From an optimization exercise on the open Yosys and OpenROAD flow, aimed at small area, a short achievable clock period and few clock cycles per item; shortcuts taken in it are not production practice. Where RTL was checked, it was by simulation tests only, not by an equivalence proof against the original. Function not checked in run 1: the RTL went through the layout flow alone. Power figures rest on the tool's default switching activity, not on a simulated workload.

==> flow/design.v, too long to show whole: its modules and the start of the top module <==
// module mant_l1: 1493 lines
// module mant_l2: 262 lines
// module mant_pipe: 16 lines
// module single_prec_mult: 34 lines
module single_prec_mult
  (
    input  wire        clk,
    input  wire        reset,
    input  wire        start,
    input  wire [31:0] a,
    input  wire [31:0] b,
    output wire [31:0] product,
    output reg         mult_done
  );
  // ...
==> flow/flow/run.sh <==
#!/bin/bash
# Standard layout with two changes:
#  - the port buffers are buf_2 cells rather than the resizer's default pick
#    (a slow delay buffer);
#  - after the standard synthesis, polarity.py flips full adders (which are
#    self-dual) to remove inverters between them; registers are untouched.
set -euo pipefail
export BUFFER_PORTS_ARGS="-buffer_cell sky130_fd_sc_hd__buf_2"
R="$PWD/orfs/results/$FLOW_PLATFORM/single_prec_mult/base"
bash standard.sh "$R/1_2_yosys.v" > synth.log 2>&1
python3 flow/polarity.py "$R/1_2_yosys.v" "$R/1_2_yosys.pol.v" > polarity.log 2>&1
cp "$R/1_2_yosys.v" "$R/1_2_yosys.std.v"
mv "$R/1_2_yosys.pol.v" "$R/1_2_yosys.v"
bash standard.sh > standard.log 2>&1
==> flow/flow/polarity.py <==
#!/usr/bin/env python3
"""Remove inverters around full adders in a mapped sky130 netlist.

A full adder is self-dual: FA(~a,~b,~c) = (~sum, ~cout).  So a full adder may be
replaced by the same cell fed with the complements of its inputs, its outputs then
carrying the complements.  This picks, by local search, which full adders to flip
so that fewest signals need an inverted copy, and rebuilds the inverters: one
inverter per signal whose inverted copy some load still needs.  Everything else
in the netlist (registers included) is kept as it is.

usage: polarity.py IN.v OUT.v
"""
import re, sys, collections

src = open(sys.argv[1]).read()
m = re.search(r'^(module .*?;\n)(.*)^endmodule', src, re.S | re.M)
head, body = m.group(1), m.group(2)
inst_re = re.compile(r'^\s*(sky130_fd_sc_hd__\w+)\s+(\S+)\s*\((.*?)\);\n', re.S | re.M)
decls = []
cells = []
pos = 0
for mm in inst_re.finditer(body):
    pre = body[pos:mm.start()]
    decls.append(pre)
    pins = [(p, n.strip()) for p, n in re.findall(r'\.(\w+)\(([^()]*)\)', mm.group(3))]
    cells.append([mm.group(1), mm.group(2), pins])
    pos = mm.end()
tail = body[pos:]
decl_txt = ''.join(decls)
assert 'assign' not in decl_txt and 'assign' not in tail, 'assign statements not handled'

OUTPINS = {'X', 'Y', 'Q', 'Q_N', 'SUM', 'COUT', 'HI', 'LO'}
def is_inv(t):
    return re.match(r'sky130_fd_sc_hd__(clk)?inv_\d+$', t) is not None
def is_fa(t):
    return re.match(r'sky130_fd_sc_hd__fa_\d+$', t) is not None

ports_out = set()
for mm in re.finditer(r'^\s*output\s+(\[(\d+):(\d+)\]\s+)?(\S+);', head + decl_txt, re.M):
    name = mm.group(4)
    if mm.group(1):
        hi, lo = int(mm.group(2)), int(mm.group(3))
        for i in range(min(hi, lo), max(hi, lo) + 1):
            ports_out.add('%s[%d]' % (name, i))
    else:
        ports_out.add(name)

driver = {}
for ci, (t, n, pins) in enumerate(cells):
    for p, net in pins:
        if p in OUTPINS:
            driver[net] = (ci, p)
invs = set(ci for ci, c in enumerate(cells) if is_inv(c[0]))
fas = [ci for ci, c in enumerate(cells) if is_fa(c[0])]

def base_of(net):
    par = 0
    seen = 0
    while net in driver and driver[net][0] in invs:
        ci = driver[net][0]
        net = dict(cells[ci][2])['A']
        par ^= 1
        seen += 1
        assert seen < 100
    return net, par

# loads: every input pin of a non-inverter cell, plus output ports driven through inverters
loads = []   # (cell index or None, pin, base, parity)
for ci, (t, n, pins) in enumerate(cells):
    if ci in invs:
        continue
    for pi, (p, net) in enumerate(pins):
        if p in OUTPINS:
            continue
        if net.startswith("1'") or net == '':
            continue
        b, par = base_of(net)
        loads.append((ci, pi, b, par))
# output ports driven by inverters need a load entry too
port_loads = []
for net in ports_out:
    if net in driver and driver[net][0] in invs:
        b, par = base_of(net)
        port_loads.append((net, b, par))

fixed = set()
for ci in fas:
    for p, net in cells[ci][2]:
        if p in ('SUM', 'COUT') and net in ports_out:
            fixed.add(ci)
fa_set = set(fas)
flip = collections.defaultdict(int)

by_base = collections.defaultdict(list)
for L in loads:
    by_base[L[2]].append(L)
for net, b, par in port_loads:
    by_base[b].append((None, net, b, par))
cell_bases = collections.defaultdict(set)   # bases touching an FA (as load or driver)
for b, Ls in by_base.items():
    for L in Ls:
        if L[0] is not None and L[0] in fa_set:
            cell_bases[L[0]].add(b)
    if b in driver and driver[b][0] in fa_set:
        cell_bases[driver[b][0]].add(b)

def need_inv(b):
    d = flip[driver[b][0]] if b in driver and driver[b][0] in fa_set else 0
    for ci, pi, bb, par in by_base[b]:
        f = flip[ci] if ci is not None and ci in fa_set else 0
        if par ^ f ^ d:
            return 1
    return 0

def cost_around(ci):
    return sum(need_inv(b) for b in cell_bases[ci])

before = sum(need_inv(b) for b in by_base)
changed = True
passes = 0
while changed and passes < 50:
    changed = False
    passes += 1
    for ci in fas:
        if ci in fixed:
            continue
        c0 = cost_around(ci)
        flip[ci] ^= 1
        c1 = cost_around(ci)
        if c1 < c0:
            changed = True
        else:
            flip[ci] ^= 1
# simulated annealing from the greedy result (deterministic seed)
import random, math
rng = random.Random(1)
cur = sum(need_inv(b) for b in by_base)
best = cur; best_flip = dict(flip)
free = [c for c in fas if c not in fixed]
T = 2.0
for it in range(200000):
    ci = free[rng.randrange(len(free))]
    c0 = cost_around(ci)
    flip[ci] ^= 1
    c1 = cost_around(ci)
    dlt = c1 - c0
    if dlt <= 0 or rng.random() < math.exp(-dlt / T):
        cur += dlt
        if cur < best:
            best = cur; best_flip = dict(flip)
    else:
        flip[ci] ^= 1
    T = max(0.05, 2.0 * (1 - it / 150000.0))
flip = collections.defaultdict(int, best_flip)
after = sum(need_inv(b) for b in by_base)

# rebuild
newcells = []
inv_net = {}
extra_wires = []
cnt = [0]
def inverted(b):
    if b not in inv_net:
        cnt[0] += 1
        nn = '_pol_n%d_' % cnt[0]
        extra_wires.append(nn)
        inv_net[b] = nn
        newcells.append(['sky130_fd_sc_hd__inv_1', '_pol_i%d_' % cnt[0], [('A', b), ('Y', nn)]])
    return inv_net[b]
load_map = {}
for b, Ls in by_base.items():
    d = flip[driver[b][0]] if b in driver and driver[b][0] in fa_set else 0
    for ci, pi, bb, par in Ls:
        f = flip[ci] if ci is not None and ci in fa_set else 0
        want_inv = par ^ f ^ d
        load_map[(ci, pi)] = inverted(b) if want_inv else b
out_cells = []
port_assign = []
for ci, (t, n, pins) in enumerate(cells):
    if ci in invs:
        continue
    newpins = []
    for pi, (p, net) in enumerate(pins):
        if (ci, pi) in load_map:
            net = load_map[(ci, pi)]
        newpins.append((p, net))
    out_cells.append([t, n, newpins])
# output ports that were driven by inverters: drive them with a buffer-free inverter or direct
for (ci, net), nn in ((k, v) for k, v in load_map.items() if k[0] is None):
    pass
for net, b, par in port_loads:
    d = flip[driver[b][0]] if b in driver and driver[b][0] in fa_set else 0
    if par ^ d:
        cnt[0] += 1
        out_cells.append(['sky130_fd_sc_hd__inv_1', '_pol_o%d_' % cnt[0], [('A', b), ('Y', net)]])
    else:
        cnt[0] += 1
        out_cells.append(['sky130_fd_sc_hd__buf_1', '_pol_o%d_' % cnt[0], [('A', b), ('X', net)]])
out_cells.extend(newcells)

# drop declarations of nets no longer used? keep them (dangling wires are harmless)
o = [head, decl_txt]
for w in extra_wires:
    o.append('  wire %s;\n' % w)
for t, n, pins in out_cells:
    o.append('  %s %s (\n%s\n  );\n' % (t, n, ',\n'.join('    .%s(%s%s)' % (p, net, ' ' if net.startswith('\\') else '') for p, net in pins)))
o.append(tail)
o.append('endmodule\n')
open(sys.argv[2], 'w').write(''.join(o) + src[m.end():])
sys.stderr.write('polarity: %d FAs, %d flipped, inverters %d -> %d (old inverter cells %d), %d passes\n'
                 % (len(fas), sum(flip[c] for c in fas), before, after, len(invs), passes))
==> flow/standard.sh <==
#!/bin/bash
# synth_recipe.tcl (not shown) runs the flow's synth.tcl, then flattens the netlist and writes it again
# the make line also repeats each setting of config.mk as NAME=value (left out here)
make -C /OpenROAD-flow-scripts/flow DESIGN_CONFIG=/design/flow/config.mk WORK_HOME=/design/flow/orfs CLKGATE_MAP_FILE= SYNTH_SCRIPT=/design/flow/synth_recipe.tcl "${@:-finish}"
==> flow/config.mk <==
export PLATFORM = sky130hd
export DESIGN_NAME = single_prec_mult
export DESIGN_NICKNAME = single_prec_mult
export VERILOG_FILES = /design/flow/design.v
export SDC_FILE = /design/flow/constraint.sdc
export NUM_CORES = 4
export LEC_CHECK = 0
export ABC_AREA = 1
export CAP_MARGIN = 20
export CORE_MARGIN = 2
export CORE_UTILIZATION = 60
export PLACE_DENSITY = 0.72
export SETUP_SLACK_MARGIN = 0.1
export SLEW_MARGIN = 20
==> flow/constraint.sdc <==
create_clock -name core_clock -period 5.0 [get_ports {clk}]
set_input_delay 1.0000 -clock core_clock [delete_from_list [all_inputs] [get_ports {clk}]]
set_output_delay 1.0000 -clock core_clock [all_outputs]
set_load 0.01 [all_outputs]
==> results by group, run 1 <==
Cells and area
  – FFs & Latches: 93
  – Largest register FFs: 82
  – Core Util, Final: 0.683
  – Synth-to-Final Area Change: 11.6%
  – Share of cells above drive strength 1: 0.203
  – Biggest Area Class: multi-input gates
  – Commonest non-fill, non-tap cells in the layout: 276 x xor2_1, 260 x fa_1, 237 x inv_1, 231 x o22ai_1, 138 x buf_4
  – Final Net Count: 2,260
  – Number of non-clock inverters: approximately 240
  – Fillers: roughly 2,200

Pwr
  – Internal: roughly 6.3 mW
  – Sw Ratio: 0.486
  – P_sw: 5.95 mW

Floorplanning
  – Die Width: around 170 um
  – Row count: 61
  – Starting Density: 0.612
  – Die Area: ~30,000 um2

Outcome
  – Status: failed layout checks
  – Layout check faults: setup timing

Critical path
  – Slowest stage delay, CP: between 0.4 and 0.5 ns
  – Reg2Reg Depth: 1
  – Critical Path, Cell by Cell: fa_2 -> fa_1 -> ha_4 -> a21o_1 -> nand2_1 -> nand2_1 -> a21oi_2 -> nand3_2 -> a21oi_2 -> fa_2 -> xnor2_2 -> or2_4 -> nand2_4 -> clkinvlp_4 -> nor2_8 -> inv_2 -> buf_12 -> o22ai_2 -> buf_2
  – Startpoint types: register
  – CP Max Fanout: 23
  – Reg2reg start: mult_done
  – Worst Path Arrival: roughly 4.1 ns
  – Worst path required time: ~4 ns

Clocking
  – Hold-fix buffers, CTS: 0
  – Clk latency of the worst-skew pair: between 0.3 and 0.4 ns
  – Total CTS buffers: 9
  – Sink Count: 93

Detailed routing
  – Vias per std cell: about 6.2
  – Total length of routed met2 wires: approximately 23,000 um
  – Total number of vias: 13,700
  – DR iter-0 viols: 1,510

Synthesis
  – Syn. warnings: 2
  – Syn Nets: around 2,100

Timing
  – # setup viols final: 29
  – Fin worst setup slack: -0.142 ns
  – Clk_skew: 0 ns
  – Final hold slack: approximately 0.45 ns
  – Post-Route Setup TNS: -3.26 ns

Global route
  – Pin count of the biggest net entering global routing: 68
  – First-pass GRT wire length: between 80,000 and 90,000 um

Placement
  – Post-DP Area: 18,500 um2
==> module mant_l2, before the edit <==
module mant_l2
  (
    input  wire [81:0] q,
    output wire [24:0] p
  );
wire s575;
wire c576;
wire s577;
wire c578;
wire s579;
wire c580;
wire s581;
wire c582;
wire s583;
wire c584;
wire s585;
wire c586;
wire s587;
wire c588;
wire s589;
wire c590;
wire s591;
wire c592;
wire s593;
wire c594;
wire s595;
wire c596;
wire s597;
wire c598;
wire s599;
wire c600;
wire s601;
wire c602;
wire s603;
wire c604;
wire s605;
wire c606;
wire s607;
wire c608;
wire s609;
wire c610;
wire s611;
wire c612;
wire s613;
wire c614;
wire s615;
wire c616;
wire s617;
wire c618;
wire s619;
wire c620;
wire s621;
wire c622;
wire s623;
wire c624;
wire s625;
wire c626;
wire s627;
wire c628;
wire s629;
wire c630;
wire s631;
wire c632;
assign s575 = q[20] ^ q[21];
assign c576 = q[20] & q[21];
assign s577 = q[23] ^ q[24];
assign c578 = q[23] & q[24];
assign s579 = q[25] ^ q[26];
assign c580 = q[25] & q[26];
assign s581 = q[27] ^ q[28];
assign c582 = q[27] & q[28];
assign s583 = q[29] ^ q[30];
assign c584 = q[29] & q[30];
assign s585 = q[31] ^ q[32] ^ q[33];
assign c586 = (q[31] & q[32]) | (q[33] & (q[31] ^ q[32]));
assign s587 = q[34] ^ q[35];
assign c588 = q[34] & q[35];
assign s589 = q[36] ^ q[37] ^ q[38];
assign c590 = (q[36] & q[37]) | (q[38] & (q[36] ^ q[37]));
assign s591 = q[39] ^ q[40];
assign c592 = q[39] & q[40];
assign s593 = q[41] ^ q[42];
assign c594 = q[41] & q[42];
assign s595 = q[43] ^ q[44] ^ q[45];
assign c596 = (q[43] & q[44]) | (q[45] & (q[43] ^ q[44]));
assign s597 = q[46] ^ q[47];
assign c598 = q[46] & q[47];
assign s599 = q[48] ^ q[49];
assign c600 = q[48] & q[49];
assign s601 = q[50] ^ q[51] ^ q[52];
assign c602 = (q[50] & q[51]) | (q[52] & (q[50] ^ q[51]));
assign s603 = q[53] ^ c600;
assign c604 = q[53] & c600;
assign s605 = q[54] ^ q[55] ^ c602;
assign c606 = (q[54] & q[55]) | (c602 & (q[54] ^ q[55]));
assign s607 = q[56] ^ q[57];
assign c608 = q[56] & q[57];
assign s609 = q[58] ^ q[59];
assign c610 = q[58] & q[59];
assign s611 = q[60] ^ q[61];
assign c612 = q[60] & q[61];
assign s613 = q[62] ^ q[63];
assign c614 = q[62] & q[63];
assign s615 = q[64] ^ q[65];
assign c616 = q[64] & q[65];
assign s617 = q[66] ^ q[67];
assign c618 = q[66] & q[67];
assign s619 = q[68] ^ q[69];
assign c620 = q[68] & q[69];
assign s621 = q[70] ^ q[71];
assign c622 = q[70] & q[71];
assign s623 = q[72] ^ q[73];
assign c624 = q[72] & q[73];
assign s625 = q[74] ^ q[75];
assign c626 = q[74] & q[75];
assign s627 = q[76] ^ q[77];
assign c628 = q[76] & q[77];
assign s629 = q[78] ^ q[79];
assign c630 = q[78] & q[79];
assign s631 = q[80] ^ q[81];
assign c632 = q[80] & q[81];
wire [37:0] fa_a = {c630, c628, c626, c624, c622, c620, c618, c616, c614, c612, c610, c608, s607, c604, s601, c598, s597, c594, c592, s591, c588, s587, c584, c582, c580, c578, c576, q[22], q[18], q[16], q[14], q[12], q[10], q[8], q[6], q[4], q[2], q[0]};
wire [37:0] fa_b = {s631, s629, s627, s625, s623, s621, s619, s617, s615, s613, s611, s609, c606, s605, s603, s599, c596, s595, s593, c590, s589, c586, s585, s583, s581, s579, s577, s575, q[19], q[17], q[15], q[13], q[11], q[9], q[7], q[5], q[3], q[1]};
wire [37:0] fg = fa_a & fa_b;
wire [37:0] fp = fa_a ^ fa_b;
wire bg1 = fg[1] | (fp[1] & fg[0]);
wire bp1 = fp[1] & fp[0];
wire bg2 = fg[3] | (fp[3] & fg[2]);
wire bp2 = fp[3] & fp[2];
wire bg3 = fg[5] | (fp[5] & fg[4]);
wire bp3 = fp[5] & fp[4];
wire bg4 = fg[7] | (fp[7] & fg[6]);
wire bp4 = fp[7] & fp[6];
wire bg5 = fg[9] | (fp[9] & fg[8]);
wire bp5 = fp[9] & fp[8];
wire bg6 = fg[11] | (fp[11] & fg[10]);
wire bp6 = fp[11] & fp[10];
wire bg7 = fg[13] | (fp[13] & fg[12]);
wire bp7 = fp[13] & fp[12];
wire bg8 = fg[15] | (fp[15] & fg[14]);
wire bp8 = fp[15] & fp[14];
wire bg9 = fg[17] | (fp[17] & fg[16]);
wire bp9 = fp[17] & fp[16];
wire bg10 = fg[19] | (fp[19] & fg[18]);
wire bp10 = fp[19] & fp[18];
wire bg11 = fg[21] | (fp[21] & fg[20]);
wire bp11 = fp[21] & fp[20];
wire bg12 = fg[23] | (fp[23] & fg[22]);
wire bp12 = fp[23] & fp[22];
wire bg13 = fg[25] | (fp[25] & fg[24]);
wire bp13 = fp[25] & fp[24];
wire bg14 = fg[27] | (fp[27] & fg[26]);
wire bp14 = fp[27] & fp[26];
wire bg15 = fg[29] | (fp[29] & fg[28]);
wire bp15 = fp[29] & fp[28];
wire bg16 = fg[31] | (fp[31] & fg[30]);
wire bp16 = fp[31] & fp[30];
wire bg17 = fg[33] | (fp[33] & fg[32]);
wire bp17 = fp[33] & fp[32];
wire bg18 = fg[35] | (fp[35] & fg[34]);
wire bp18 = fp[35] & fp[34];
wire bg19 = fg[37] | (fp[37] & fg[36]);
wire bp19 = fp[37] & fp[36];
wire bg20 = bg2 | (bp2 & bg1);
wire bp20 = bp2 & bp1;
wire bg21 = bg4 | (bp4 & bg3);
wire bp21 = bp4 & bp3;
wire bg22 = bg6 | (bp6 & bg5);
wire bp22 = bp6 & bp5;
wire bg23 = bg8 | (bp8 & bg7);
wire bp23 = bp8 & bp7;
wire bg24 = bg10 | (bp10 & bg9);
wire bp24 = bp10 & bp9;
wire bg25 = bg12 | (bp12 & bg11);
wire bp25 = bp12 & bp11;
wire bg26 = bg14 | (bp14 & bg13);
wire bp26 = bp14 & bp13;
wire bg27 = bg16 | (bp16 & bg15);
wire bp27 = bp16 & bp15;
wire bg28 = bg18 | (bp18 & bg17);
wire bp28 = bp18 & bp17;
wire bg29 = bg21 | (bp21 & bg20);
wire bp29 = bp21 & bp20;
wire bg30 = bg23 | (bp23 & bg22);
wire bp30 = bp23 & bp22;
wire bg31 = bg25 | (bp25 & bg24);
wire bp31 = bp25 & bp24;
wire bg32 = bg27 | (bp27 & bg26);
wire bp32 = bp27 & bp26;
wire bg33 = bg30 | (bp30 & bg29);
wire bp33 = bp30 & bp29;
wire bg34 = bg32 | (bp32 & bg31);
wire bp34 = bp32 & bp31;
wire bg35 = bg34 | (bp34 & bg33);
wire bp35 = bp34 & bp33;
wire bg36 = bg31 | (bp31 & bg33);
wire bp36 = bp31 & bp33;
wire bg37 = bg22 | (bp22 & bg29);
wire bp37 = bp22 & bp29;
wire bg38 = bg24 | (bp24 & bg33);
wire bp38 = bp24 & bp33;
wire bg39 = bg26 | (bp26 & bg36);
wire bp39 = bp26 & bp36;
wire bg40 = bg28 | (bp28 & bg35);
wire bp40 = bp28 & bp35;
wire bg41 = bg3 | (bp3 & bg20);
wire bp41 = bp3 & bp20;
wire bg42 = bg5 | (bp5 & bg29);
wire bp42 = bp5 & bp29;
wire bg43 = bg7 | (bp7 & bg37);
wire bp43 = bp7 & bp37;
wire bg44 = bg9 | (bp9 & bg33);
wire bp44 = bp9 & bp33;
wire bg45 = bg11 | (bp11 & bg38);
wire bp45 = bp11 & bp38;
wire bg46 = bg13 | (bp13 & bg36);
wire bp46 = bp13 & bp36;
wire bg47 = bg15 | (bp15 & bg39);
wire bp47 = bp15 & bp39;
wire bg48 = bg17 | (bp17 & bg35);
wire bp48 = bp17 & bp35;
wire bg49 = bg19 | (bp19 & bg40);
wire bp49 = bp19 & bp40;
wire bg50 = fg[2] | (fp[2] & bg1);
wire bp50 = fp[2] & bp1;
wire bg51 = fg[4] | (fp[4] & bg20);
wire bp51 = fp[4] & bp20;
wire bg52 = fg[6] | (fp[6] & bg41);
wire bp52 = fp[6] & bp41;
wire bg53 = fg[8] | (fp[8] & bg29);
wire bp53 = fp[8] & bp29;
wire bg54 = fg[10] | (fp[10] & bg42);
wire bp54 = fp[10] & bp42;
wire bg55 = fg[12] | (fp[12] & bg37);
wire bp55 = fp[12] & bp37;
wire bg56 = fg[14] | (fp[14] & bg43);
wire bp56 = fp[14] & bp43;
wire bg57 = fg[16] | (fp[16] & bg33);
wire bp57 = fp[16] & bp33;
wire bg58 = fg[18] | (fp[18] & bg44);
wire bp58 = fp[18] & bp44;
wire bg59 = fg[20] | (fp[20] & bg38);
wire bp59 = fp[20] & bp38;
wire bg60 = fg[22] | (fp[22] & bg45);
wire bp60 = fp[22] & bp45;
wire bg61 = fg[24] | (fp[24] & bg36);
wire bp61 = fp[24] & bp36;
wire bg62 = fg[26] | (fp[26] & bg46);
wire bp62 = fp[26] & bp46;
wire bg63 = fg[28] | (fp[28] & bg39);
wire bp63 = fp[28] & bp39;
wire bg64 = fg[30] | (fp[30] & bg47);
wire bp64 = fp[30] & bp47;
wire bg65 = fg[32] | (fp[32] & bg35);
wire bp65 = fp[32] & bp35;
wire bg66 = fg[34] | (fp[34] & bg48);
wire bp66 = fp[34] & bp48;
wire bg67 = fg[36] | (fp[36] & bg40);
wire bp67 = fp[36] & bp40;
wire [37:0] fsum = {fp[37] ^ bg67, fp[36] ^ bg40, fp[35] ^ bg66, fp[34] ^ bg48, fp[33] ^ bg65, fp[32] ^ bg35, fp[31] ^ bg64, fp[30] ^ bg47, fp[29] ^ bg63, fp[28] ^ bg39, fp[27] ^ bg62, fp[26] ^ bg46, fp[25] ^ bg61, fp[24] ^ bg36, fp[23] ^ bg60, fp[22] ^ bg45, fp[21] ^ bg59, fp[20] ^ bg38, fp[19] ^ bg58, fp[18] ^ bg44, fp[17] ^ bg57, fp[16] ^ bg33, fp[15] ^ bg56, fp[14] ^ bg43, fp[13] ^ bg55, fp[12] ^ bg37, fp[11] ^ bg54, fp[10] ^ bg42, fp[9] ^ bg53, fp[8] ^ bg29, fp[7] ^ bg52, fp[6] ^ bg41, fp[5] ^ bg51, fp[4] ^ bg20, fp[3] ^ bg50, fp[2] ^ bg1, fp[1] ^ fg[0], fp[0]};
assign p = fsum[37:13];
endmodule
==> run 2, diff against run 1 <==
--- a/flow/design.v
+++ b/flow/design.v
@@ -1655,101 +1655,153 @@
 wire bg19 = fg[37] | (fp[37] & fg[36]);
 wire bp19 = fp[37] & fp[36];
-wire bg20 = bg2 | (bp2 & bg1);
-wire bp20 = bp2 & bp1;
-wire bg21 = bg4 | (bp4 & bg3);
-wire bp21 = bp4 & bp3;
-wire bg22 = bg6 | (bp6 & bg5);
-wire bp22 = bp6 & bp5;
-wire bg23 = bg8 | (bp8 & bg7);
-wire bp23 = bp8 & bp7;
-wire bg24 = bg10 | (bp10 & bg9);
-wire bp24 = bp10 & bp9;
-wire bg25 = bg12 | (bp12 & bg11);
-wire bp25 = bp12 & bp11;
-wire bg26 = bg14 | (bp14 & bg13);
-wire bp26 = bp14 & bp13;
-wire bg27 = bg16 | (bp16 & bg15);
-wire bp27 = bp16 & bp15;
-wire bg28 = bg18 | (bp18 & bg17);
-wire bp28 = bp18 & bp17;
-wire bg29 = bg21 | (bp21 & bg20);
-wire bp29 = bp21 & bp20;
-wire bg30 = bg23 | (bp23 & bg22);
-wire bp30 = bp23 & bp22;
-wire bg31 = bg25 | (bp25 & bg24);
-wire bp31 = bp25 & bp24;
-wire bg32 = bg27 | (bp27 & bg26);
-wire bp32 = bp27 & bp26;
-wire bg33 = bg30 | (bp30 & bg29);
-wire bp33 = bp30 & bp29;
-wire bg34 = bg32 | (bp32 & bg31);
-wire bp34 = bp32 & bp31;
-wire bg35 = bg34 | (bp34 & bg33);
-wire bp35 = bp34 & bp33;
-wire bg36 = bg31 | (bp31 & bg33);
-wire bp36 = bp31 & bp33;
-wire bg37 = bg22 | (bp22 & bg29);
-wire bp37 = bp22 & bp29;
-wire bg38 = bg24 | (bp24 & bg33);
-wire bp38 = bp24 & bp33;
-wire bg39 = bg26 | (bp26 & bg36);
-wire bp39 = bp26 & bp36;
-wire bg40 = bg28 | (bp28 & bg35);
-wire bp40 = bp28 & bp35;
-wire bg41 = bg3 | (bp3 & bg20);
-wire bp41 = bp3 & bp20;
-wire bg42 = bg5 | (bp5 & bg29);
-wire bp42 = bp5 & bp29;
-wire bg43 = bg7 | (bp7 & bg37);
-wire bp43 = bp7 & bp37;
-wire bg44 = bg9 | (bp9 & bg33);
-wire bp44 = bp9 & bp33;
-wire bg45 = bg11 | (bp11 & bg38);
-wire bp45 = bp11 & bp38;
-wire bg46 = bg13 | (bp13 & bg36);
-wire bp46 = bp13 & bp36;
-wire bg47 = bg15 | (bp15 & bg39);
-wire bp47 = bp15 & bp39;
-wire bg48 = bg17 | (bp17 & bg35);
-wire bp48 = bp17 & bp35;
-wire bg49 = bg19 | (bp19 & bg40);
-wire bp49 = bp19 & bp40;
-wire bg50 = fg[2] | (fp[2] & bg1);
-wire bp50 = fp[2] & bp1;
-wire bg51 = fg[4] | (fp[4] & bg20);
-wire bp51 = fp[4] & bp20;
-wire bg52 = fg[6] | (fp[6] & bg41);
-wire bp52 = fp[6] & bp41;
-wire bg53 = fg[8] | (fp[8] & bg29);
-wire bp53 = fp[8] & bp29;
-wire bg54 = fg[10] | (fp[10] & bg42);
-wire bp54 = fp[10] & bp42;
-wire bg55 = fg[12] | (fp[12] & bg37);
-wire bp55 = fp[12] & bp37;
-wire bg56 = fg[14] | (fp[14] & bg43);
-wire bp56 = fp[14] & bp43;
-wire bg57 = fg[16] | (fp[16] & bg33);
-wire bp57 = fp[16] & bp33;
-wire bg58 = fg[18] | (fp[18] & bg44);
-wire bp58 = fp[18] & bp44;
-wire bg59 = fg[20] | (fp[20] & bg38);
-wire bp59 = fp[20] & bp38;
-wire bg60 = fg[22] | (fp[22] & bg45);
-wire bp60 = fp[22] & bp45;
-wire bg61 = fg[24] | (fp[24] & bg36);
-wire bp61 = fp[24] & bp36;
-wire bg62 = fg[26] | (fp[26] & bg46);
-wire bp62 = fp[26] & bp46;
-wire bg63 = fg[28] | (fp[28] & bg39);
-wire bp63 = fp[28] & bp39;
-wire bg64 = fg[30] | (fp[30] & bg47);
-wire bp64 = fp[30] & bp47;
-wire bg65 = fg[32] | (fp[32] & bg35);
-wire bp65 = fp[32] & bp35;
-wire bg66 = fg[34] | (fp[34] & bg48);
-wire bp66 = fp[34] & bp48;
-wire bg67 = fg[36] | (fp[36] & bg40);
-wire bp67 = fp[36] & bp40;
-wire [37:0] fsum = {fp[37] ^ bg67, fp[36] ^ bg40, fp[35] ^ bg66, fp[34] ^ bg48, fp[33] ^ bg65, fp[32] ^ bg35, fp[31] ^ bg64, fp[30] ^ bg47, fp[29] ^ bg63, fp[28] ^ bg39, fp[27] ^ bg62, fp[26] ^ bg46, fp[25] ^ bg61, fp[24] ^ bg36, fp[23] ^ bg60, fp[22] ^ bg45, fp[21] ^ bg59, fp[20] ^ bg38, fp[19] ^ bg58, fp[18] ^ bg44, fp[17] ^ bg57, fp[16] ^ bg33, fp[15] ^ bg56, fp[14] ^ bg43, fp[13] ^ bg55, fp[12] ^ bg37, fp[11] ^ bg54, fp[10] ^ bg42, fp[9] ^ bg53, fp[8] ^ bg29, fp[7] ^ bg52, fp[6] ^ bg41, fp[5] ^ bg51, fp[4] ^ bg20, fp[3] ^ bg50, fp[2] ^ bg1, fp[1] ^ fg[0], fp[0]};
+wire bg20 = fg[2] | (fp[2] & bg1);
+wire bp20 = fp[2] & bp1;
+wire bg21 = bg2 | (bp2 & bg1);
+wire bp21 = bp2 & bp1;
+wire bg22 = fg[6] | (fp[6] & bg3);
+wire bp22 = fp[6] & bp3;
+wire bg23 = bg4 | (bp4 & bg3);
+wire bp23 = bp4 & bp3;
+wire bg24 = fg[10] | (fp[10] & bg5);
+wire bp24 = fp[10] & bp5;
+wire bg25 = bg6 | (bp6 & bg5);
+wire bp25 = bp6 & bp5;
+wire bg26 = fg[14] | (fp[14] & bg7);
+wire bp26 = fp[14] & bp7;
+wire bg27 = bg8 | (bp8 & bg7);
+wire bp27 = bp8 & bp7;
+wire bg28 = fg[18] | (fp[18] & bg9);
+wire bp28 = fp[18] & bp9;
+wire bg29 = bg10 | (bp10 & bg9);
+wire bp29 = bp10 & bp9;
+wire bg30 = fg[22] | (fp[22] & bg11);
+wire bp30 = fp[22] & bp11;
+wire bg31 = bg12 | (bp12 & bg11);
+wire bp31 = bp12 & bp11;
+wire bg32 = fg[26] | (fp[26] & bg13);
+wire bp32 = fp[26] & bp13;
+wire bg33 = bg14 | (bp14 & bg13);
+wire bp33 = bp14 & bp13;
+wire bg34 = fg[30] | (fp[30] & bg15);
+wire bp34 = fp[30] & bp15;
+wire bg35 = bg16 | (bp16 & bg15);
+wire bp35 = bp16 & bp15;
+wire bg36 = fg[34] | (fp[34] & bg17);
+wire bp36 = fp[34] & bp17;
+wire bg37 = bg18 | (bp18 & bg17);
+wire bp37 = bp18 & bp17;
+wire bg38 = fg[4] | (fp[4] & bg21);
+wire bp38 = fp[4] & bp21;
+wire bg39 = bg3 | (bp3 & bg21);
+wire bp39 = bp3 & bp21;
+wire bg40 = bg22 | (bp22 & bg21);
+wire bp40 = bp22 & bp21;
+wire bg41 = bg23 | (bp23 & bg21);
+wire bp41 = bp23 & bp21;
+wire bg42 = fg[12] | (fp[12] & bg25);
+wire bp42 = fp[12] & bp25;
+wire bg43 = bg7 | (bp7 & bg25);
+wire bp43 = bp7 & bp25;
+wire bg44 = bg26 | (bp26 & bg25);
+wire bp44 = bp26 & bp25;
+wire bg45 = bg27 | (bp27 & bg25);
+wire bp45 = bp27 & bp25;
+wire bg46 = fg[20] | (fp[20] & bg29);
+wire bp46 = fp[20] & bp29;
+wire bg47 = bg11 | (bp11 & bg29);
+wire bp47 = bp11 & bp29;
+wire bg48 = bg30 | (bp30 & bg29);
+wire bp48 = bp30 & bp29;
+wire bg49 = bg31 | (bp31 & bg29);
+wire bp49 = bp31 & bp29;
+wire bg50 = fg[28] | (fp[28] & bg33);
+wire bp50 = fp[28] & bp33;
+wire bg51 = bg15 | (bp15 & bg33);
+wire bp51 = bp15 & bp33;
+wire bg52 = bg34 | (bp34 & bg33);
+wire bp52 = bp34 & bp33;
+wire bg53 = bg35 | (bp35 & bg33);
+wire bp53 = bp35 & bp33;
+wire bg54 = fg[36] | (fp[36] & bg37);
+wire bp54 = fp[36] & bp37;
+wire bg55 = bg19 | (bp19 & bg37);
+wire bp55 = bp19 & bp37;
+wire bg56 = fg[8] | (fp[8] & bg41);
+wire bp56 = fp[8] & bp41;
+wire bg57 = bg5 | (bp5 & bg41);
+wire bp57 = bp5 & bp41;
+wire bg58 = bg24 | (bp24 & bg41);
+wire bp58 = bp24 & bp41;
+wire bg59 = bg25 | (bp25 & bg41);
+wire bp59 = bp25 & bp41;
+wire bg60 = bg42 | (bp42 & bg41);
+wire bp60 = bp42 & bp41;
+wire bg61 = bg43 | (bp43 & bg41);
+wire bp61 = bp43 & bp41;
+wire bg62 = bg44 | (bp44 & bg41);
+wire bp62 = bp44 & bp41;
+wire bg63 = bg45 | (bp45 & bg41);
+wire bp63 = bp45 & bp41;
+wire bg64 = fg[24] | (fp[24] & bg49);
+wire bp64 = fp[24] & bp49;
+wire bg65 = bg13 | (bp13 & bg49);
+wire bp65 = bp13 & bp49;
+wire bg66 = bg32 | (bp32 & bg49);
+wire bp66 = bp32 & bp49;
+wire bg67 = bg33 | (bp33 & bg49);
+wire bp67 = bp33 & bp49;
+wire bg68 = bg50 | (bp50 & bg49);
+wire bp68 = bp50 & bp49;
+wire bg69 = bg51 | (bp51 & bg49);
+wire bp69 = bp51 & bp49;
+wire bg70 = bg52 | (bp52 & bg49);
+wire bp70 = bp52 & bp49;
+wire bg71 = bg53 | (bp53 & bg49);
+wire bp71 = bp53 & bp49;
+wire bg72 = fg[16] | (fp[16] & bg63);
+wire bp72 = fp[16] & bp63;
+wire bg73 = bg9 | (bp9 & bg63);
+wire bp73 = bp9 & bp63;
+wire bg74 = bg28 | (bp28 & bg63);
+wire bp74 = bp28 & bp63;
+wire bg75 = bg29 | (bp29 & bg63);
+wire bp75 = bp29 & bp63;
+wire bg76 = bg46 | (bp46 & bg63);
+wire bp76 = bp46 & bp63;
+wire bg77 = bg47 | (bp47 & bg63);
+wire bp77 = bp47 & bp63;
+wire bg78 = bg48 | (bp48 & bg63);
+wire bp78 = bp48 & bp63;
+wire bg79 = bg49 | (bp49 & bg63);
+wire bp79 = bp49 & bp63;
+wire bg80 = bg64 | (bp64 & bg63);
+wire bp80 = bp64 & bp63;
+wire bg81 = bg65 | (bp65 & bg63);
+wire bp81 = bp65 & bp63;
+wire bg82 = bg66 | (bp66 & bg63);
+wire bp82 = bp66 & bp63;
+wire bg83 = bg67 | (bp67 & bg63);
+wire bp83 = bp67 & bp63;
+wire bg84 = bg68 | (bp68 & bg63);
+wire bp84 = bp68 & bp63;
+wire bg85 = bg69 | (bp69 & bg63);
+wire bp85 = bp69 & bp63;
+wire bg86 = bg70 | (bp70 & bg63);
+wire bp86 = bp70 & bp63;
+wire bg87 = bg71 | (bp71 & bg63);
+wire bp87 = bp71 & bp63;
+wire bg88 = fg[32] | (fp[32] & bg87);
+wire bp88 = fp[32] & bp87;
+wire bg89 = bg17 | (bp17 & bg87);
+wire bp89 = bp17 & bp87;
+wire bg90 = bg36 | (bp36 & bg87);
+wire bp90 = bp36 & bp87;
+wire bg91 = bg37 | (bp37 & bg87);
+wire bp91 = bp37 & bp87;
+wire bg92 = bg54 | (bp54 & bg87);
+wire bp92 = bp54 & bp87;
+wire bg93 = bg55 | (bp55 & bg87);
+wire bp93 = bp55 & bp87;
+wire [37:0] fsum = {fp[37] ^ bg92, fp[36] ^ bg91, fp[35] ^ bg90, fp[34] ^ bg89, fp[33] ^ bg88, fp[32] ^ bg87, fp[31] ^ bg86, fp[30] ^ bg85, fp[29] ^ bg84, fp[28] ^ bg83, fp[27] ^ bg82, fp[26] ^ bg81, fp[25] ^ bg80, fp[24] ^ bg79, fp[23] ^ bg78, fp[22] ^ bg77, fp[21] ^ bg76, fp[20] ^ bg75, fp[19] ^ bg74, fp[18] ^ bg73, fp[17] ^ bg72, fp[16] ^ bg63, fp[15] ^ bg62, fp[14] ^ bg61, fp[13] ^ bg60, fp[12] ^ bg59, fp[11] ^ bg58, fp[10] ^ bg57, fp[9] ^ bg56, fp[8] ^ bg41, fp[7] ^ bg40, fp[6] ^ bg39, fp[5] ^ bg38, fp[4] ^ bg21, fp[3] ^ bg20, fp[2] ^ bg1, fp[1] ^ fg[0], fp[0]};
 assign p = fsum[37:13];
 endmodule
--- a/flow/config.mk
+++ b/flow/config.mk
@@ -9,6 +9,6 @@
 export CAP_MARGIN = 20
 export CORE_MARGIN = 2
-export CORE_UTILIZATION = 60
-export PLACE_DENSITY = 0.72
+export CORE_UTILIZATION = 70
+export PLACE_DENSITY = 0.8
 export SETUP_SLACK_MARGIN = 0.1
 export SLEW_MARGIN = 20
==> results by group, run 2 <==
Clocking
  – Total CTS buffers: 9 (unchanged)
  – Hold-fix buffers, CTS: 0 (unchanged)
  – TritonCTS clock tree: built (unchanged)
  – Clock root cell: clkbuf_16 (unchanged)
  – Worst-path clk slew: 0.08 ns (about the same)
  – Clk latency of the worst-skew pair: 0.37 ns (about the same)
  – CTS Buffer Depth: 2 (unchanged)
  – Sink Count: 93 (unchanged)
  – H-tree depth: 3 (unchanged)

Critical path
  – Most used cell, CP: nand2_4
  – Slowest cell on crit path: fa_2 (was fa_1)
  – Critical Path, Cell by Cell: fa_2 -> fa_2 -> ha_4 -> nand2_2 -> nor2_4 -> nand2_4 -> nor2_4 -> nand2_2 -> nor2_1 -> a21oi_2 -> nand2_4 -> nand2_4 -> nand2_4 -> nand2_4 -> nand2_4 -> nand3_2 -> nand2_1 -> buf_2 (was fa_2 -> fa_1 -> ha_4 -> a21o_1 -> nand2_1 -> nand2_1 -> a21oi_2 -> nand3_2 -> a21oi_2 -> fa_2 -> xnor2_2 -> or2_4 -> nand2_4 -> clkinvlp_4 -> nor2_8 -> inv_2 -> buf_12 -> o22ai_2 -> buf_2)
  – Reg2reg start: mult_done (unchanged)
  – Worst path required time: 4.00 ns (about the same)
  – CP Class: reg -> out (unchanged)
  – CP Max Fanout: 8 (was 23)
  – Crit path capture type: primary output (unchanged)
  – R2R setup slack: 4.22 ns (was 4.23 ns)
  – Slowest stage delay, CP: 0.49 ns (was 0.43 ns)
  – Reg-to-Reg End: mult_done (unchanged)
  – Worst Path Arrival: 3.72 ns (was 4.14 ns)
  – Startpoint types: register (unchanged)
  – Reg2Reg Depth: 1 (unchanged)

Floorplanning
  – Row count: 57 (was 61)
  – IO Pins: 100 (unchanged)
  – Core footprint: 24,300 um2 (was 27,900 um2)
  – Die Span Y: 161 um (was 173 um)
  – Die Area: 26,000 um2 (was 29,800 um2)
  – Starting Density: 0.712 (was 0.612)
  – Die Width: 161 um (was 173 um)

Outcome
  – Status: timing/DRC/antenna clean (was failed layout checks)

Pwr
  – Tot Pwr: 12.9 mW (was 12.2 mW)
  – Worst vdd ir: 638 uV (was 602 uV)
  – Pwr dens: 675 nW/um2 (was 643 nW/um2)
  – LEAKAGE: 8.95 nW (was 8.67 nW)

Global route
  – Pin count of the biggest net entering global routing: 63 (was 68)
  – Gr busiest metal: met2 (unchanged)
  – First-pass GRT wire length: 85,400 um (was 82,100 um)
  – Met2 Use GR: 0.677 (was 0.540)
  – Vias in the first global route: 15,100 (was 14,200)
  – All-Layer GR Usage: 0.439 (was 0.361)
  – Met3 Usage GRT: 0.126 (was 0.101)
  – Gr ovfl total: 0 (unchanged)
  – Met1 usage: 0.587 (was 0.503)
  – Initial antenna violation count: 0 (was 1)

Cells and area
  – Biggest register: mant_pipe.cut_q (unchanged)
  – Biggest regs: mant_pipe.cut_q (82), e_q (8) (unchanged)
  – Largest register FFs: 82 (unchanged)
  – Core Util, Final: 0.783 (was 0.683)
  – Final Net Count: 2,369 (was 2,260)
  – Most common cell after layout, fill and taps aside: xor2_1 (unchanged)
  – Commonest non-fill, non-tap cells in the layout: 281 x xor2_1, 262 x o22ai_1, 254 x inv_1, 250 x fa_1, 156 x nand2_1 (was 276 x xor2_1, 260 x fa_1, 237 x inv_1, 231 x o22ai_1, 138 x buf_4)
  – Share of cells above drive strength 1: 0.155 (was 0.203)
  – Synth-to-Final Area Change: 9.99% (was 11.6%)
  – N_diodes: 0 (unchanged)

Timing
  – Worst-Margin Slew: 0.974 ns (was 0.977 ns)
  – Final min period: 4.72 ns (was 5.14 ns)
  – Slew Limit Fails: 0 (unchanged)
  – RSZ-0062 raised after global routing: no (was yes)
  – Post-Route Setup TNS: 0 ns (was -3.26 ns)
  – Slew HR: 0.350 (was 0.348)
  – # setup viols final: 0 (was 29)
  – Clk_skew: 0 ns (unchanged)
  – Final Cycle Share: 0.944 (was 1.03)
  – Fmax: 0.212 GHz (was 0.194 GHz)
  – Final hold vios: 0 (unchanged)

Detailed routing
  – Total Wirelength: 56,000 um (was 52,700 um)
  – Vias per std cell: 6.56 (was 6.23)
  – WL/cell: 24.8 um (was 24.0 um)
  – Drc violations: 0 (unchanged)
  – Total number of vias: 14,800 (was 13,700)
  – DR iter-0 viols: 1,731 (was 1,510)
  – Final ANT Viol Nets: 0 (unchanged)
  – 1st-pass router iterations: 7 (unchanged)

Synthesis
  – Post-Syn Area: 17,300 um2 (was 17,000 um2)
  – Syn. warnings: 2 (unchanged)
  – Avg Cell Area, Syn: 9.45 um2 (was 10.1 um2)
  – Syn Nets: 2,276 (was 2,131)
  – Post-Synthesis Cells: 1,833 (was 1,679)

Run
  – Max-cap violations: 0 (unchanged)

Min path
  – Worst Hold Class: in -> async (unchanged)

Placement
  – Hpwl dp: 42,900 um (was 41,600 um)
  – Port-buffer cells: 99 (unchanged)
  – Routability cong.: 1.03 (was 1.05)
## run 2: area by class of cell
| type | count | area [um2] |
|---|---|---|
| Multi-Input combinational cell | 1348 | 13000 |
| Fill cell | 1664 | 5280 |
| Sequential cell | 93 | 2790 |
| Timing Repair Buffer | 218 | 1540 |
| Inverter | 256 | 962 |
| Tap cell | 324 | 405 |
| Clock buffer | 9 | 225 |
| Clock inverter | 7 | 82.6 |
## run 2: layer usage
layer,wire length (um),up-vias
li1,-,6299
met1,21000,7132
met2,24800,1113
met3,7160,256
met4,3090,0
met5,0,-
## run 2: what timing repair did
item | in CTS | in global routing
pin swaps | 1 | 4
resized for setup | 3 | 7
cloned | 1 | 3
setup endpoints to repair | 31 | 31
buffers inserted | 0 | 0
## run 2: how the worst max path moves through the flow
stage / startpoint / end / slack [ns]
3_3_place_gp: b[1] / mant_pipe.cut_q[19] / 0.13
3_5_place_dp: b[1] / mant_pipe.cut_q[1] / 0.07
2_1_floorplan: b[21] / mant_pipe.cut_q[49] / 0.13
5_1_grt: mant_pipe.cut_q[50] / product[7] / 0.12
6_report: mant_pipe.cut_q[50] / product[3] / 0.28
4_1_cts: mant_pipe.cut_q[50] / product[24] / 0.12
## run 2: worst max-delay path, delay by kind of cell, from the launching register on
| kind | cells | cell delay [ns] |
|---|---|---|
| adder cells (fa/ha/maj) | 3 | 1.25 |
| AND/OR/NAND/NOR | 13 | 1.49 |
| AO/OA/AOI/OAI | 1 | 0.09 |
| flip-flops | 1 | 0.40 |
| buffers and inverters | 1 | 0.13 |
## run 2: metrics by stage
step           worst slack, ns  hold slack (ns)  instance area (um2)  std cells
2_1_floorplan            0.127            0.512                17300       1833
3_3_place_gp             0.126            0.449                18600       2235
3_5_place_dp            0.0671            0.456                18600       2235
4_1_cts                  0.116            0.473                19000       2252
5_1_grt                  0.115            0.485                19000       2255
6_report                 0.278            0.474                19000       2255
## run 2: power by group
part           total (mW)  internal [mW]  switching, mW
combinational        10.2           4.07           6.10
clock               0.753          0.398          0.355
sequential           1.93           1.77          0.159
total                12.9           6.25           6.62
Testbench counts of run 2, summed over its fixed seeds: cycles 2,048, items 2,048.
==> run 3, diff against run 2 <==
--- a/flow/config.mk
+++ b/flow/config.mk
@@ -9,6 +9,6 @@
 export CAP_MARGIN = 20
 export CORE_MARGIN = 2
-export CORE_UTILIZATION = 70
-export PLACE_DENSITY = 0.8
+export CORE_UTILIZATION = 60
+export PLACE_DENSITY = 0.72
 export SETUP_SLACK_MARGIN = 0.1
 export SLEW_MARGIN = 20
==> results by group, run 3 <==
Floorplanning
  – Die Span Y: 174 um (was 161 um)
  – Die Width: 174 um (was 161 um)
  – Starting Density: 0.607 (was 0.712)
  – Die Area: 30,200 um2 (was 26,000 um2)
  – Core footprint: 28,500 um2 (was 24,300 um2)
  – IO Pins: 100 (unchanged)
  – Row count: 62 (was 57)

Global route
  – Vias in the first global route: 14,400 (was 15,100)
  – First-pass GRT wire length: 82,800 um (was 85,400 um)
  – Pin count of the biggest net entering global routing: 49 (was 63)
  – All-Layer GR Usage: 0.361 (was 0.439)
  – Initial antenna violation count: 0 (unchanged)
  – Gr ovfl total: 0 (unchanged)

Timing
  – Final hold slack: 0.449 ns (was 0.474 ns)
  – # setup viols final: 0 (unchanged)
  – Worst-Margin Slew: 1.07 ns (was 0.974 ns)
  – Final hold vios: 0 (unchanged)
  – Post-Route Setup TNS: 0 ns (unchanged)
  – Clk_skew: 0 ns (unchanged)
  – Slew HR: 0.280 (was 0.350)
  – Fmax: 0.211 GHz (was 0.212 GHz)
  – RSZ-0062 raised after global routing: no (unchanged)
  – Final Cycle Share: 0.948 (was 0.944)
  – Final min period: 4.74 ns (was 4.72 ns)
  – Slew Limit Fails: 0 (unchanged)

Critical path
  – Crit path capture type: primary output (unchanged)
  – CP Class: reg -> out (unchanged)
  – Reg2reg start: mult_done (unchanged)
  – CP Max Fanout: 15 (was 8)
  – R2R setup slack: 4.22 ns (about the same)
  – Reg-to-Reg End: mult_done (unchanged)
  – Reg2Reg Depth: 1 (unchanged)
  – Startpoint types: register (unchanged)
  – Worst path required time: 4.00 ns (about the same)
  – Worst Path Arrival: 3.74 ns (was 3.72 ns)

Clocking
  – H-tree depth: 3 (unchanged)
  – Clk latency of the worst-skew pair: 0.37 ns (about the same)
  – Setup Fix Bufs, Post-CTS: 0 (unchanged)
  – Clock root cell: clkbuf_16 (unchanged)
  – CTS Buffer Depth: 2 (unchanged)
  – Hold-fix buffers, CTS: 0 (unchanged)
  – TritonCTS clock tree: built (unchanged)
  – Worst-path clk slew: 0.07 ns (was 0.08 ns)
  – Sink Count: 93 (unchanged)
  – Total CTS buffers: 9 (unchanged)

Synthesis
  – Syn Nets: 2,276 (unchanged)
  – Post-Synthesis Cells: 1,833 (unchanged)
  – Post-Syn Area: 17,300 um2 (unchanged)
  – Syn. warnings: 2 (unchanged)
  – Avg Cell Area, Syn: 9.45 um2 (unchanged)

Cells and area
  – Final Net Count: 2,374 (was 2,369)
  – Commonest non-fill, non-tap cells in the layout: 281 x xor2_1, 262 x o22ai_1, 254 x inv_1, 251 x fa_1, 157 x nand2_1 (was 281 x xor2_1, 262 x o22ai_1, 254 x inv_1, 250 x fa_1, 156 x nand2_1)
  – Largest register FFs: 82 (unchanged)
  – Biggest register: mant_pipe.cut_q (unchanged)
  – Most common cell after layout, fill and taps aside: xor2_1 (unchanged)
  – Share of cells above drive strength 1: 0.154 (was 0.155)
  – Final instance area: 19,200 um2 (was 19,000 um2)
  – Synth-to-Final Area Change: 11.0% (was 9.99%)
  – Biggest regs: mant_pipe.cut_q (82), e_q (8) (unchanged)
  – Core Util, Final: 0.673 (was 0.783)

Detailed routing
  – Total number of vias: 14,400 (was 14,800)
  – Vias per std cell: 6.19 (was 6.56)
  – Drc violations: 0 (unchanged)
  – DR iter-0 viols: 1,522 (was 1,731)
  – WL/cell: 23.3 um (was 24.8 um)
  – 1st-pass router iterations: 6 (was 7)
  – Total Wirelength: 54,000 um (was 56,000 um)
  – Final ANT Viol Nets: 0 (unchanged)

Outcome
  – Status: timing/DRC/antenna clean (unchanged)

Run
  – Max-cap violations: 0 (unchanged)

Min path
  – Worst Hold Class: in -> async (unchanged)

Placement
  – Port-buffer cells: 99 (unchanged)
  – Hpwl dp: 41,800 um (was 42,900 um)
  – Routability cong.: 0.987 (was 1.03)
  – Post-DP Area: 18,900 um2 (was 18,600 um2)

Pwr
  – Pwr dens: 658 nW/um2 (was 675 nW/um2)
  – LEAKAGE: 9.00 nW (was 8.95 nW)
  – Tot Pwr: 12.7 mW (was 12.9 mW)
  – Worst vdd ir: 465 uV (was 638 uV)
## run 3: critical path: stages (launching register included)
cell	delay, ns
edfxtp_1	0.41
fa_2	0.44
fa_1	0.53
ha_4	0.33
nand2_2	0.08
nor2_4	0.12
nand2_4	0.08
nor2_4	0.11
nand2_2	0.07
nor2_1	0.13
a21oi_2	0.09
nand2_4	0.13
nand2_4	0.08
nand2_4	0.11
nand2_4	0.09
nand2_4	0.27
nand3_2	0.08
nand2_1	0.08
buf_2	0.13
## run 3: worst max-delay path by stage
stage	from	endpoint	slack, ns
floorplan	b[21]	mant_pipe.cut_q[49]	0.13
global placement	b[15]	mant_pipe.cut_q[44]	0.14
detailed placement	b[13]	mant_pipe.cut_q[44]	0.09
CTS	mant_pipe.cut_q[50]	product[0]	0.12
global route	mant_pipe.cut_q[50]	product[3]	0.11
finish	mant_pipe.cut_q[50]	product[24]	0.26
## run 3: power breakdown
part | total (mW) | switching, mW | internal, mW
registers | 1.92 | 0.144 | 1.77
clock network | 0.696 | 0.307 | 0.388
logic | 10.0 | 5.96 | 4.08
total | 12.7 | 6.41 | 6.24
## run 3: timing repair
action                     CTS  global route
setup endpoints to repair   15            31
gates resized for setup      2             6
gates cloned                 0             3
pin swaps                    0             2
## run 3: per-layer routing
layer | vias to the layer above | wire (um) | track usage
li1 | 6323 | - | -
met1 | 7051 | 22000 | 0.505
met2 | 843 | 24100 | 0.551
met3 | 141 | 5990 | 0.0919
met4 | 0 | 1880 | 0.124
met5 | - | 0 | 0
## run 3: metrics by stage
| stage | instances | worst slack, ns |
|---|---|---|
| CTS | 2317 | 0.122 |
| finish | 2321 | 0.258 |
| detailed placement | 2301 | 0.0932 |
| global route | 2320 | 0.111 |
| floorplan | 1833 | 0.127 |
| global placement | 2300 | 0.144 |
## run 3: cell type report
cell class | instances | area [um2]
flip-flops and latches | 93 | 2790
repair buffers | 224 | 1700
multi-input cells | 1347 | 13000
well taps | 384 | 480
clock buffers | 12 | 236
clock inverters | 4 | 51.3
diodes | 1 | 2.50
inverters | 256 | 961
fillers | 2355 | 9320
==> run 4, diff against run 3 <==
==> flow/flow/run.sh (replaced) <==
#!/bin/bash
# Standard layout with two changes:
#  - the port buffers are buf_1 cells rather than the resizer's default pick
#    (a slow delay buffer);
#  - after the standard synthesis, polarity.py flips full adders (which are
#    self-dual) to remove inverters between them; registers are untouched.
set -euo pipefail
export BUFFER_PORTS_ARGS="-buffer_cell sky130_fd_sc_hd__buf_1"
R="$PWD/orfs/results/$FLOW_PLATFORM/single_prec_mult/base"
bash standard.sh "$R/1_2_yosys.v" > synth.log 2>&1
python3 flow/polarity.py "$R/1_2_yosys.v" "$R/1_2_yosys.pol.v" > polarity.log 2>&1
cp "$R/1_2_yosys.v" "$R/1_2_yosys.std.v"
mv "$R/1_2_yosys.pol.v" "$R/1_2_yosys.v"
bash standard.sh > standard.log 2>&1
--- a/flow/config.mk
+++ b/flow/config.mk
@@ -9,6 +9,6 @@
 export CAP_MARGIN = 20
 export CORE_MARGIN = 2
-export CORE_UTILIZATION = 60
-export PLACE_DENSITY = 0.72
+export CORE_UTILIZATION = 70
+export PLACE_DENSITY = 0.8
 export SETUP_SLACK_MARGIN = 0.1
 export SLEW_MARGIN = 20
==> results by group, run 4 <==
Detailed routing
  – DR iter-0 viols: 1,705 (was 1,522)
  – Total number of vias: 14,900 (was 14,400)
  – Vias per std cell: 6.56 (was 6.19)
  – WL/cell: 24.1 um (was 23.3 um)
  – Final ANT Viol Nets: 0 (unchanged)
  – Total Wirelength: 54,900 um (was 54,000 um)
  – 1st-pass router iterations: 7 (was 6)
  – Drc violations: 0 (unchanged)

Floorplanning
  – Row count: 57 (was 62)
  – Core footprint: 24,300 um2 (was 28,500 um2)
  – Die Span Y: 161 um (was 174 um)
  – Die Area: 26,000 um2 (was 30,200 um2)
  – IO Pins: 100 (unchanged)
  – Die Width: 161 um (was 174 um)
  – Starting Density: 0.712 (was 0.607)

Clocking
  – TritonCTS clock tree: built (unchanged)
  – Clock root cell: clkbuf_16 (unchanged)
  – Clk latency of the worst-skew pair: 0.36 ns (was 0.37 ns)
  – H-tree depth: 3 (unchanged)
  – Total CTS buffers: 9 (unchanged)
  – Worst-path clk slew: 0.08 ns (was 0.07 ns)
  – Sink Count: 93 (unchanged)
  – CTS Buffer Depth: 2 (unchanged)
  – Setup Fix Bufs, Post-CTS: 0 (unchanged)

Placement
  – Hpwl dp: 41,900 um (was 41,800 um)
  – Port-buffer cells: 99 (unchanged)
  – Routability cong.: 1.03 (was 0.987)

Timing
  – Clk_skew: 0 ns (unchanged)
  – Post-Route Setup TNS: 0 ns (unchanged)
  – Fmax: 0.209 GHz (was 0.211 GHz)
  – Slew Limit Fails: 0 (unchanged)
  – Final Cycle Share: 0.956 (was 0.948)
  – Final hold slack: 0.436 ns (was 0.449 ns)
  – RSZ-0062 raised after global routing: no (unchanged)
  – Final hold vios: 0 (unchanged)
  – Slew HR: 0.342 (was 0.280)
  – Final min period: 4.78 ns (was 4.74 ns)
  – # setup viols final: 0 (unchanged)
  – Worst-Margin Slew: 0.978 ns (was 1.07 ns)

Critical path
  – Critical Path, Cell by Cell: fa_2 -> fa_1 -> ha_4 -> nand2_2 -> nor2_4 -> nand2_4 -> nor2_4 -> nand2_2 -> nor3_2 -> nand2_2 -> nand2_4 -> nand2_4 -> nand2_4 -> nand2_4 -> nand2_8 -> nand3_2 -> nand2_1 -> buf_1 (was fa_2 -> fa_1 -> ha_4 -> nand2_2 -> nor2_4 -> nand2_4 -> nor2_4 -> nand2_2 -> nor2_1 -> a21oi_2 -> nand2_4 -> nand2_4 -> nand2_4 -> nand2_4 -> nand2_4 -> nand3_2 -> nand2_1 -> buf_2)
  – CP Class: reg -> out (unchanged)
  – Worst path required time: 4.00 ns (about the same)
  – Slowest cell on crit path: fa_1 (unchanged)
  – Crit path capture type: primary output (unchanged)
  – WP buf/inv: 1 (unchanged)
  – Worst Path Arrival: 3.78 ns (was 3.74 ns)
  – Startpoint types: register (unchanged)
  – CP Max Fanout: 15 (unchanged)
  – Most used cell, CP: nand2_4 (unchanged)
  – Cell family with the largest share of critical-path delay: simple AND/OR/NAND/NOR gates (unchanged)
  – Slowest stage delay, CP: 0.53 ns (about the same)

Min path
  – Worst Hold Class: in -> async (unchanged)

Cells and area
  – Biggest register: mant_pipe.cut_q (unchanged)
  – Largest register FFs: 82 (unchanged)
  – Synth-to-Final Area Change: 10.3% (was 11.0%)
  – Commonest non-fill, non-tap cells in the layout: 281 x xor2_1, 262 x o22ai_1, 254 x inv_1, 251 x fa_1, 156 x nand2_1 (was 281 x xor2_1, 262 x o22ai_1, 254 x inv_1, 251 x fa_1, 157 x nand2_1)
  – Final Net Count: 2,387 (was 2,374)
  – Biggest regs: mant_pipe.cut_q (82), e_q (8) (unchanged)
  – Most common cell after layout, fill and taps aside: xor2_1 (unchanged)
  – Share of cells above drive strength 1: 0.112 (was 0.154)

Pwr
  – Pwr dens: 672 nW/um2 (was 658 nW/um2)
  – Worst vdd ir: 731 uV (was 465 uV)
  – LEAKAGE: 8.75 nW (was 9.00 nW)

Global route
  – First-pass GRT wire length: 84,000 um (was 82,800 um)
  – Vias in the first global route: 15,300 (was 14,400)
  – All-Layer GR Usage: 0.429 (was 0.361)
  – Pin count of the biggest net entering global routing: 60 (was 49)
  – Initial antenna violation count: 2 (was 0)
  – Gr ovfl total: 0 (unchanged)

Synthesis
  – Post-Synthesis Cells: 1,833 (unchanged)
  – Syn. warnings: 2 (unchanged)
  – Post-Syn Area: 17,300 um2 (unchanged)
  – Avg Cell Area, Syn: 9.45 um2 (unchanged)
  – Syn Nets: 2,276 (unchanged)

Outcome
  – Status: timing/DRC/antenna clean (unchanged)

Run
  – Max-cap violations: 0 (unchanged)
## run 4: power by group
part           switching, mW  internal, mW  leakage [nW]
Sequential             0.159          1.77         0.906
Clock                  0.342         0.393         0.143
Combinational           6.15          4.01          7.70
Total                   6.66          6.18          8.75
## run 4: per-layer routing
metal	track usage	part of all wire	wire length [um]	vias up
met5	0	0.00024	13	-
met4	0.182	0.048	2630	2
met3	0.114	0.12	6730	217
met2	0.681	0.46	25000	1141
met1	0.563	0.37	20500	7211
li1	-	-	-	6348
## run 4: path summary, 6_finish.rpt
path	from	to	slack, ns	depth (start not counted)
max	mant_pipe.cut_q[50]	product[5]	0.22	18
min	reset	mult_done	0.44	2
max reg2reg	mult_done	mult_done	4.19	1
min reg2reg	mult_done	mult_done	0.50	1
max in group asynchronous	reset	mult_done	4.47	2
min in group core_clock	mult_done	mult_done	0.50	1
## run 4: timing repair
item                                    in CTS  in global routing
cloned                                       2                  2
gates resized for setup                      3                  6
pin swaps                                    1                  4
hold endpoints to repair                     0                  0
endpoints found under the setup margin      31                 31
hold buffers                                 0                  0
## run 4: cell type report
| type | count | area (um2) |
|---|---|---|
| Antenna cell | 2 | 5.00 |
| Clock buffer | 10 | 229 |
| Clock inverter | 6 | 68.8 |
| Fill cell | 1651 | 5230 |
| Inverter | 256 | 961 |
| Multi-Input combinational cell | 1348 | 13000 |
| Sequential cell | 93 | 2790 |
| Tap cell | 324 | 405 |
| Timing Repair Buffer | 236 | 1600 |
## run 4: stage by stage
step | worst slack [ns] | util | power [mW] | area [um2] | instances
final | 0.219 | 0.785 | 12.8 | 19100 | 2275
after global placement | 0.132 | 0.768 | 11.1 | 18700 | 2253
after floorplan | 0.127 | - | 8.91 | 17300 | 1833
after CTS | 0.117 | 0.783 | 12.7 | 19000 | 2271
after detailed placement | 0.0171 | 0.768 | 11.7 | 18700 | 2253
after global routing | 0.0935 | 0.785 | 14.1 | 19100 | 2273

==> re-timing with driven ports <==
How much do the figures lean on ideal ports? The routed layouts below were timed once more, with nothing changed but the port constraints. Step 1, drivers: a clkbuf_16 drives clk and a buf_2 each remaining input, both assumed. Step 2 times the ports against the registers' clock, not the clock port: input delays grow and output delays shrink by t, the midpoint of the rising clock arrivals with the driver on. a / b / c = no drivers / after step 1 / after step 2; a / b = the first two.
run | t, ns | setup WS [ns] | clock arrival spread, ns | worst register clock-pin slew, ns
run 1 | 0.419 | -0.142 / -0.193 / -0.033 | 0.016 / 0.016 | 0.08 / 0.08
run 2 | 0.413 | 0.278 / 0.227 / -0.115 | 0.024 / 0.023 | 0.09 / 0.09
run 3 | 0.416 | 0.258 / 0.206 / 0.050 | 0.016 / 0.016 | 0.07 / 0.07
run 4 | 0.408 | 0.219 / 0.171 / -0.148 | 0.019 / 0.019 | 0.08 / 0.08
Met with ideal ports but missed after step 2: setup timing in run 2 and run 4. For run 2, which loses most, drivers alone change the setup slack by -0.051 ns; drivers and shift together by -0.393 ns.
